Background: an optimization exercise with open tools, aiming at small area and a short achievable clock period. Do not read the settings as production practice.
Where RTL was checked, it was by simulation tests only, not by an equivalence proof against the original.
The clock input has no modelled driver; a real chip could not lean on it and would need a root buffer or a full tree.
Power figures rest on the tool's default switching activity, not on a simulated workload.

==> build 7 <==
## TEN_GIG_MAC_RX_PATH
module TEN_GIG_MAC_RX_PATH #(
    parameter       P_SRC_MAC  = 48'h01_02_03_04_05_06
)(
    input           i_clk               ,
    input           i_rst               ,
    input  [63:0]   i_xgmii_rxd         ,
    input  [7 :0]   i_xgmii_rxc         ,
    input  [47:0]   i_dynamic_src_mac   ,
    input           i_dynamic_src_valid ,
    output [63:0]   m_axis_rdata        ,
    output [79:0]   m_axis_ruser        ,
    output [7 :0]   m_axis_rkeep        ,
    output          m_axis_rlast        ,
    output          m_axis_rvalid       ,
    output          o_crc_error         ,
    output          o_crc_valid
);
==> flow/config.mk <==
export PLATFORM = sky130hd
export DESIGN_NAME = TEN_GIG_MAC_RX_PATH
export DESIGN_NICKNAME = TEN_GIG_MAC_RX_PATH
export VERILOG_FILES = /design/flow/design.v
export SDC_FILE = /design/flow/constraint.sdc
export NUM_CORES = 4
export LEC_CHECK = 0
export CAP_MARGIN = 20
export CORE_MARGIN = 2
export CORE_UTILIZATION = 60
export SLEW_MARGIN = 20
==> flow/constraint.sdc <==
create_clock -name core_clock -period 9.0 [get_ports {i_clk}]
set_input_delay 1.8000 -clock core_clock [delete_from_list [all_inputs] [get_ports {i_clk}]]
set_output_delay 1.8000 -clock core_clock [all_outputs]
set_load 0.01 [all_outputs]
standard.sh (not shown) runs the stock make flow with config.mk's settings and CLKGATE_MAP_FILE= SYNTH_SCRIPT=/design/flow/synth_recipe.tcl, a recipe that flattens the netlist after the stock synthesis.
==> flow/flow/run.sh <==
#!/bin/bash
set -euo pipefail
W=$(pwd)
MARGIN=6.25
CLUSTER=30
DIAM=80
export DONT_BUFFER_PORTS=1
export PRE_GLOBAL_PLACE_TCL=$W/flow/ports.tcl
export CTS_ARGS="-sink_clustering_enable -repair_clock_nets -dont_use_dummy_load -buf_list {sky130_fd_sc_hd__clkbuf_8 sky130_fd_sc_hd__clkbuf_16} -root_buf sky130_fd_sc_hd__clkbuf_16 -sink_clustering_size $CLUSTER -sink_clustering_max_diameter $DIAM"
NLEAF=32
if [[ $NLEAF != 0 ]]; then export PRE_CTS_TCL=$W/flow/cts.tcl; fi
if [[ $MARGIN != 0 ]]; then export SETUP_SLACK_MARGIN=$MARGIN; fi
bash standard.sh > $W/standard_flow.log 2>&1
==> flow/flow/cts.tcl <==
proc my_two_level_cts {nroot nleaf leafcell rootcell} {
  set block [ord::get_db_block]
  set db [ord::get_db]
  set clknet [$block findNet i_clk]
  set sinks {}
  foreach it [$clknet getITerms] {
    set inst [$it getInst]
    set loc [$inst getLocation]
    lappend sinks [list $it [lindex $loc 0] [lindex $loc 1]]
  }
  set n [llength $sinks]
  set sorted [lsort -real -index 1 $sinks]
  set cents {}
  for {set k 0} {$k < $nleaf} {incr k} {
    set s [lindex $sorted [expr {int(($k + 0.5) * $n / $nleaf)}]]
    lappend cents [list [lindex $s 1] [lindex $s 2]]
  }
  # k-means with at most cap registers per cluster: registers are assigned
  # in order of their distance to the nearest centre, each to the nearest
  # centre that still has room
  set cap [expr {int(ceil(1.12 * $n / $nleaf))}]
  for {set iter 0} {$iter < 30} {incr iter} {
    set order {}
    set i 0
    foreach s $sinks {
      set ds {}
      for {set k 0} {$k < $nleaf} {incr k} {
        set c [lindex $cents $k]
        lappend ds [list $k [expr {abs([lindex $s 1] - [lindex $c 0]) + abs([lindex $s 2] - [lindex $c 1])}]]
      }
      set ds [lsort -real -index 1 $ds]
      lappend order [list $i [lindex $ds 0 1] $ds]
      incr i
    }
    set sumx [lrepeat $nleaf 0.0]; set sumy [lrepeat $nleaf 0.0]; set cnt [lrepeat $nleaf 0]
    set assign [lrepeat $n 0]
    foreach o [lsort -real -index 1 $order] {
      set i [lindex $o 0]
      foreach kd [lindex $o 2] {
        set k [lindex $kd 0]
        if {[lindex $cnt $k] < $cap} { break }
      }
      set s [lindex $sinks $i]
      lset assign $i $k
      lset sumx $k [expr {[lindex $sumx $k] + [lindex $s 1]}]
      lset sumy $k [expr {[lindex $sumy $k] + [lindex $s 2]}]
      lset cnt $k [expr {[lindex $cnt $k] + 1}]
    }
    for {set k 0} {$k < $nleaf} {incr k} {
      if {[lindex $cnt $k] > 0} {
        lset cents $k [list [expr {[lindex $sumx $k] / [lindex $cnt $k]}] [expr {[lindex $sumy $k] / [lindex $cnt $k]}]]
      }
    }
  }
  puts "clock tree: $n registers, $nleaf leaf clusters, sizes [lsort -integer $cnt]"
  # group the leaf clusters into nroot groups (k-means on their centres)
  set lc {}
  for {set k 0} {$k < $nleaf} {incr k} {
    if {[lindex $cnt $k] > 0} { lappend lc [list $k {*}[lindex $cents $k]] }
  }
  set nl [llength $lc]
  set sortedl [lsort -real -index 1 $lc]
  set rc {}
  for {set r 0} {$r < $nroot} {incr r} {
    set s [lindex $sortedl [expr {int(($r + 0.5) * $nl / $nroot)}]]
    lappend rc [list [lindex $s 1] [lindex $s 2]]
  }
  set rcap [expr {int(ceil(1.0 * $nl / $nroot))}]
  for {set iter 0} {$iter < 30} {incr iter} {
    set order {}
    foreach l $lc {
      set ds {}
      for {set r 0} {$r < $nroot} {incr r} {
        set c [lindex $rc $r]
        lappend ds [list $r [expr {abs([lindex $l 1] - [lindex $c 0]) + abs([lindex $l 2] - [lindex $c 1])}]]
      }
      set ds [lsort -real -index 1 $ds]
      lappend order [list $l [lindex $ds 0 1] $ds]
    }
    set rsx [lrepeat $nroot 0.0]; set rsy [lrepeat $nroot 0.0]; set rcnt [lrepeat $nroot 0]
    array unset rof
    foreach o [lsort -real -index 1 $order] {
      set l [lindex $o 0]
      foreach kd [lindex $o 2] {
        set r [lindex $kd 0]
        if {[lindex $rcnt $r] < $rcap} { break }
      }
      set rof([lindex $l 0]) $r
      lset rsx $r [expr {[lindex $rsx $r] + [lindex $l 1]}]
      lset rsy $r [expr {[lindex $rsy $r] + [lindex $l 2]}]
      lset rcnt $r [expr {[lindex $rcnt $r] + 1}]
    }
    for {set r 0} {$r < $nroot} {incr r} {
      if {[lindex $rcnt $r] > 0} {
        lset rc $r [list [expr {[lindex $rsx $r] / [lindex $rcnt $r]}] [expr {[lindex $rsy $r] / [lindex $rcnt $r]}]]
      }
    }
  }
  puts "clock tree: $nroot root buffers driving [lsort -integer $rcnt] leaf buffers"
  set rootm [$db findMaster $rootcell]
  set leafm [$db findMaster $leafcell]
  for {set r 0} {$r < $nroot} {incr r} {
    if {[lindex $rcnt $r] == 0} { continue }
    set root [odb::dbInst_create $block $rootm clktree_root_$r]
    set rnet($r) [odb::dbNet_create $block clktree_root_net_$r]
    $rnet($r) setSigType CLOCK
    [$root findITerm A] connect $clknet
    [$root findITerm X] connect $rnet($r)
    set c [lindex $rc $r]
    $root setLocation [expr {int([lindex $c 0])}] [expr {int([lindex $c 1])}]
    $root setPlacementStatus PLACED
  }
  foreach l $lc {
    set k [lindex $l 0]
    set leaf [odb::dbInst_create $block $leafm clktree_leaf_$k]
    set lnet [odb::dbNet_create $block clktree_leaf_net_$k]
    $lnet setSigType CLOCK
    [$leaf findITerm A] connect $rnet($rof($k))
    [$leaf findITerm X] connect $lnet
    $leaf setLocation [expr {int([lindex $l 1])}] [expr {int([lindex $l 2])}]
    $leaf setPlacementStatus PLACED
    set leaves($k) $lnet
  }
  set i 0
  foreach s $sinks {
    set it [lindex $s 0]
    $it disconnect
    $it connect $leaves([lindex $assign $i])
    incr i
  }
}

my_two_level_cts 4 32 sky130_fd_sc_hd__clkbuf_16 sky130_fd_sc_hd__clkbuf_16

# the tree is built: the step's clock_tree_synthesis call only sets the
# clock propagated, as TritonCTS leaves it
rename clock_tree_synthesis my_unused_clock_tree_synthesis
proc clock_tree_synthesis {args} {
  puts "clock tree built by flow/cts.tcl; TritonCTS not run"
  set_propagated_clock [all_clocks]
}
==> flow/flow/ports.tcl <==
# Sourced before global placement (PRE_GLOBAL_PLACE_TCL). The standard step
# removes the synthesis buffers and then buffers every port; here the port
# buffering (DONT_BUFFER_PORTS=1 skips the standard one) follows
# remove_buffers directly, with buf_1 on inputs and buf_2 on outputs.
rename remove_buffers my_std_remove_buffers
proc remove_buffers {args} {
  my_std_remove_buffers {*}$args
  buffer_ports -inputs -buffer_cell sky130_fd_sc_hd__buf_1
  buffer_ports -outputs -buffer_cell sky130_fd_sc_hd__buf_2
}
==> build 47: changes against build 7 <==
--- a/flow/design.v
+++ b/flow/design.v
@@ -335,19 +335,17 @@
         else if (p9 || ulen != 16'd1)
             ulen <= ulen + 16'd1;
         if (i_dynamic_src_valid)
             local_mac <= i_dynamic_src_mac;
     end
 end
-wire [63:0] nxt_rdata = {a6[55:48], a6[63:56], a5[7:0], a5[15:8], a5[23:16],
-                         a5[31:24], a5[39:32], a5[47:40]};
 reg  [63:0] st;
 always @(posedge i_clk) begin
     rkeep_out <= rlast_int ? kv : 8'hFF;
-    if (p7)
-        st <= nxt_rdata;
+    if (p8)
+        st <= m_axis_rdata;
 end
 reg  [31:0] crc;
 reg         crc_err;
 wire [31:0] crc_nxt;
 reg  [31:0] kres;
 always @(*) begin
==> flow/flow/run.sh (replaced) <==
#!/bin/bash
set -euo pipefail
W=$(pwd)
MARGIN=6.0
CLUSTER=16
DIAM=60
export BUFFER_PORTS_ARGS="-buffer_cell sky130_fd_sc_hd__buf_2"
export CTS_ARGS="-sink_clustering_enable -repair_clock_nets -dont_use_dummy_load -buf_list {sky130_fd_sc_hd__clkbuf_8 sky130_fd_sc_hd__clkbuf_16} -root_buf sky130_fd_sc_hd__clkbuf_16 -sink_clustering_size $CLUSTER -sink_clustering_max_diameter $DIAM"
if [[ $MARGIN != 0 ]]; then export SETUP_SLACK_MARGIN=$MARGIN; fi
bash standard.sh > $W/standard_flow.log 2>&1
- CORE_UTILIZATION: 60 -> 40
removed: flow/flow/cts.tcl
removed: flow/flow/ports.tcl
==> trial 34: changes against build 7 <==
--- a/flow/design.v
+++ b/flow/design.v
@@ -260,13 +260,13 @@
     a6 <= a5;
     a7 <= a6[63:48];
 end
 assign m_axis_rdata = {a7[7:0], a7[15:8], a6[7:0], a6[15:8], a6[23:16],
                        a6[31:24], a6[39:32], a6[47:40]};
 reg         s2, s3, s4;      
-reg         e2, e3, e4, e5, e6;  
+reg         e2, e3, e4, e5;  
 reg  [2:0]  phi;
 reg         busy, cnt1, cnt2, mok, p6, p7, p8, p9;
 reg         rv_int, rlast_int, rlast_out, rvalid_out, rl2;
 reg  [7:0]  rkeep_out;
 reg         k1, k2, chk, crc_out, crc_valid;
 reg  [15:0] ulen;
@@ -292,25 +292,25 @@
         default: kv = 8'b1111_1000;
     endcase
 end
 always @(posedge i_clk or posedge i_rst) begin
     if (i_rst) begin
         s2 <= 1'b0; s3 <= 1'b0; s4 <= 1'b0;
-        e2 <= 1'b0; e3 <= 1'b0; e4 <= 1'b0; e5 <= 1'b0; e6 <= 1'b0;
+        e2 <= 1'b0; e3 <= 1'b0; e4 <= 1'b0; e5 <= 1'b0;
         phi <= 3'd0;
         busy <= 1'b0; cnt1 <= 1'b0; cnt2 <= 1'b0; mok <= 1'b0;
         p6 <= 1'b0; p7 <= 1'b0; p8 <= 1'b0; p9 <= 1'b0;
         rv_int <= 1'b0; rlast_int <= 1'b0; rlast_out <= 1'b0;
         rvalid_out <= 1'b0; rl2 <= 1'b0;
         k1 <= 1'b0; k2 <= 1'b0; chk <= 1'b0;
         crc_out <= 1'b0; crc_valid <= 1'b0;
         ulen <= 16'd0;
         local_mac <= P_SRC_MAC;
     end else begin
         s2 <= sofa; s3 <= s2; s4 <= s3;
-        e2 <= eofa; e3 <= e2; e4 <= e3; e5 <= e4; e6 <= e5;
+        e2 <= eofa; e3 <= e2; e4 <= e3; e5 <= e4;
         if (eofa)
             phi <= phia;
         busy <= !r_eof && (s3 || busy);
         cnt1 <= !r_eof && s3 && !busy;
         cnt2 <= !r_eof && cnt1;
         if (mac_at)
@@ -359,22 +359,19 @@
         3'd4: kres = 32'h3abbfb0d;
         3'd5: kres = 32'h0eaac366;
         3'd6: kres = 32'h714b540f;
         default: kres = 32'hfad18643;
     endcase
 end
-CRC32_64bKEEP u_crc (.c(crc), .d(a4), .n(crc_nxt));
-wire [31:0] crc_x = crc ^ kres;
-reg  [3:0]  crc_m;
+CRC32_64bKEEP u_crc (.c(crc), .d(a3), .n(crc_nxt));
 always @(posedge i_clk) begin
-    crc <= s4 ? 32'hFFFF_FFFF : crc_nxt;
-    crc_m <= {~|crc_x[31:24], ~|crc_x[23:16], ~|crc_x[15:8], ~|crc_x[7:0]};
-    if (e6)
-        crc_err <= !(&crc_m);
+    crc <= s3 ? 32'hFFFF_FFFF : crc_nxt;
+    if (e4)
+        crc_err <= crc != kres;
 end
 assign m_axis_rvalid = rvalid_out;
 assign m_axis_rlast  = rlast_out;
-assign m_axis_rkeep  = rkeep_out;
+assign m_axis_rkeep  = {1'b1, rkeep_out[6:0]};    
 assign m_axis_ruser  = {ulen, st};
 assign o_crc_valid   = crc_valid;
 assign o_crc_error   = crc_err;
 endmodule
==> flow/flow/run.sh (replaced) <==
#!/bin/bash
set -euo pipefail
W=$(pwd)
MARGIN=6.35
CLUSTER=30
DIAM=80
export DONT_BUFFER_PORTS=1
export PRE_GLOBAL_PLACE_TCL=$W/flow/ports.tcl
export CTS_ARGS="-sink_clustering_enable -repair_clock_nets -dont_use_dummy_load -buf_list {sky130_fd_sc_hd__clkbuf_8 sky130_fd_sc_hd__clkbuf_16} -root_buf sky130_fd_sc_hd__clkbuf_16 -sink_clustering_size $CLUSTER -sink_clustering_max_diameter $DIAM"
NLEAF=26
if [[ $NLEAF != 0 ]]; then export PRE_CTS_TCL=$W/flow/cts.tcl; fi
if [[ $MARGIN != 0 ]]; then export SETUP_SLACK_MARGIN=$MARGIN; fi
bash standard.sh > $W/standard_flow.log 2>&1
--- a/flow/flow/cts.tcl
+++ b/flow/flow/cts.tcl
@@ -127,13 +127,13 @@
     $it disconnect
     $it connect $leaves([lindex $assign $i])
     incr i
   }
 }
 
-my_two_level_cts 4 32 sky130_fd_sc_hd__clkbuf_16 sky130_fd_sc_hd__clkbuf_16
+my_two_level_cts 4 26 sky130_fd_sc_hd__clkbuf_16 sky130_fd_sc_hd__clkbuf_16
 
 # the tree is built: the step's clock_tree_synthesis call only sets the
 # clock propagated, as TritonCTS leaves it
 rename clock_tree_synthesis my_unused_clock_tree_synthesis
 proc clock_tree_synthesis {args} {
   puts "clock tree built by flow/cts.tcl; TritonCTS not run"
- CORE_UTILIZATION: 60 -> 70
==> comparison table <==
metric                                                             build 47     trial 34      build 7
Highest Clock Rate                                                0.338 GHz    0.364 GHz    0.359 GHz
FF-to-FF End                                                         crc[5]      crc[25]       crc[7]
Core Box Area                                                    0.0591 mm2   0.0337 mm2   0.0396 mm2
Chip Width                                                           249 um       190 um       204 um
Longest individual stage delay on the worst path                     410 ps       630 ps       590 ps
Summed instance area of the synthesized netlist                  0.0240 mm2   0.0241 mm2   0.0240 mm2
Total length of routed met3 wires                                   4690 um      6600 um      5170 um
Maximum vdd ir drop                                                  304 uV       379 uV       299 uV
Standby leakage power                                               11.7 nW      11.3 nW      11.2 nW
Average size of a mapped cell                                      13.8 um2     13.9 um2     13.8 um2
Number of antenna repair diodes                                           1            1            0
Synth async-reset ratio                                               15.3%        15.1%        15.3%
Multi-input gate area                                           0.00933 mm2  0.00988 mm2  0.00947 mm2
Number of standard cells in the final layout excluding fillers         2757         2442         2501
Worst-Margin Slew                                                   1080 ps      1030 ps      1020 ps
WP data required                                                    7200 ps      9230 ps      9330 ps
Post-synthesis register bit count                                       647          641          647
Initial DRT Pass Iterations                                               5            7            5
Comb pwr                                                            7.75 mW      8.10 mW      7.78 mW
Synthesized netlist net count                                          1863         1857         1863
Sequential cell power                                               3.74 mW      3.76 mW      3.72 mW
Startpoint of the tightest hold check path                            a2[2]       a4[54]       a3[30]
Status                                             timing/DRC/antenna clean  timing/DRC/antenna clean  timing/DRC/antenna clean
Number of non-clock inverters in the layout                              12           14           12
DP HPWL                                                            51900 um     46800 um     47800 um
Die area                                                         0.0620 mm2   0.0359 mm2   0.0416 mm2
For trial 34, only the layout was checked, not whether the RTL still works. In build 7 and trial 34 the design's own scripts or RTL, not TritonCTS, make the clock network.

static timing again, ports no longer ideal:
Ports are ideal in the flow. The routed layouts listed here were re-timed in OpenROAD.
Step 1: set_driving_cell puts a clkbuf_16 on i_clk and a buf_2 on each other input, an assumption about the parent block.
Step 2, shift: input delay + t, output delay - t, t = (earliest + latest rising clock arrival at the registers) / 2. This alone moves slack from input paths to output paths.
a / b / c = no drivers / after step 1 / after step 2; a / b = the first two.
run | shift t [ns] | slack for setup (ns) | worst setup path after step 2 | worst register clock-pin slew, ns | cell pins on the clock port's net
build 7 | 0.486 | 6.216 / 6.124 / 6.044 | input to register | 0.09 / 0.09 | 4
build 47 | 0.633 | 6.041 / 5.983 / 5.817 | input, reset recovery | 0.07 / 0.07 | 1
trial 34 | 0.468 | 6.252 / 6.139 / 6.035 | input to register | 0.11 / 0.11 | 4
After both steps every run listed still meets setup and hold. For build 47, which loses most, drivers alone change the setup slack by -0.058 ns; drivers and shift together by -0.224 ns. Setup slack includes reset recovery checks.
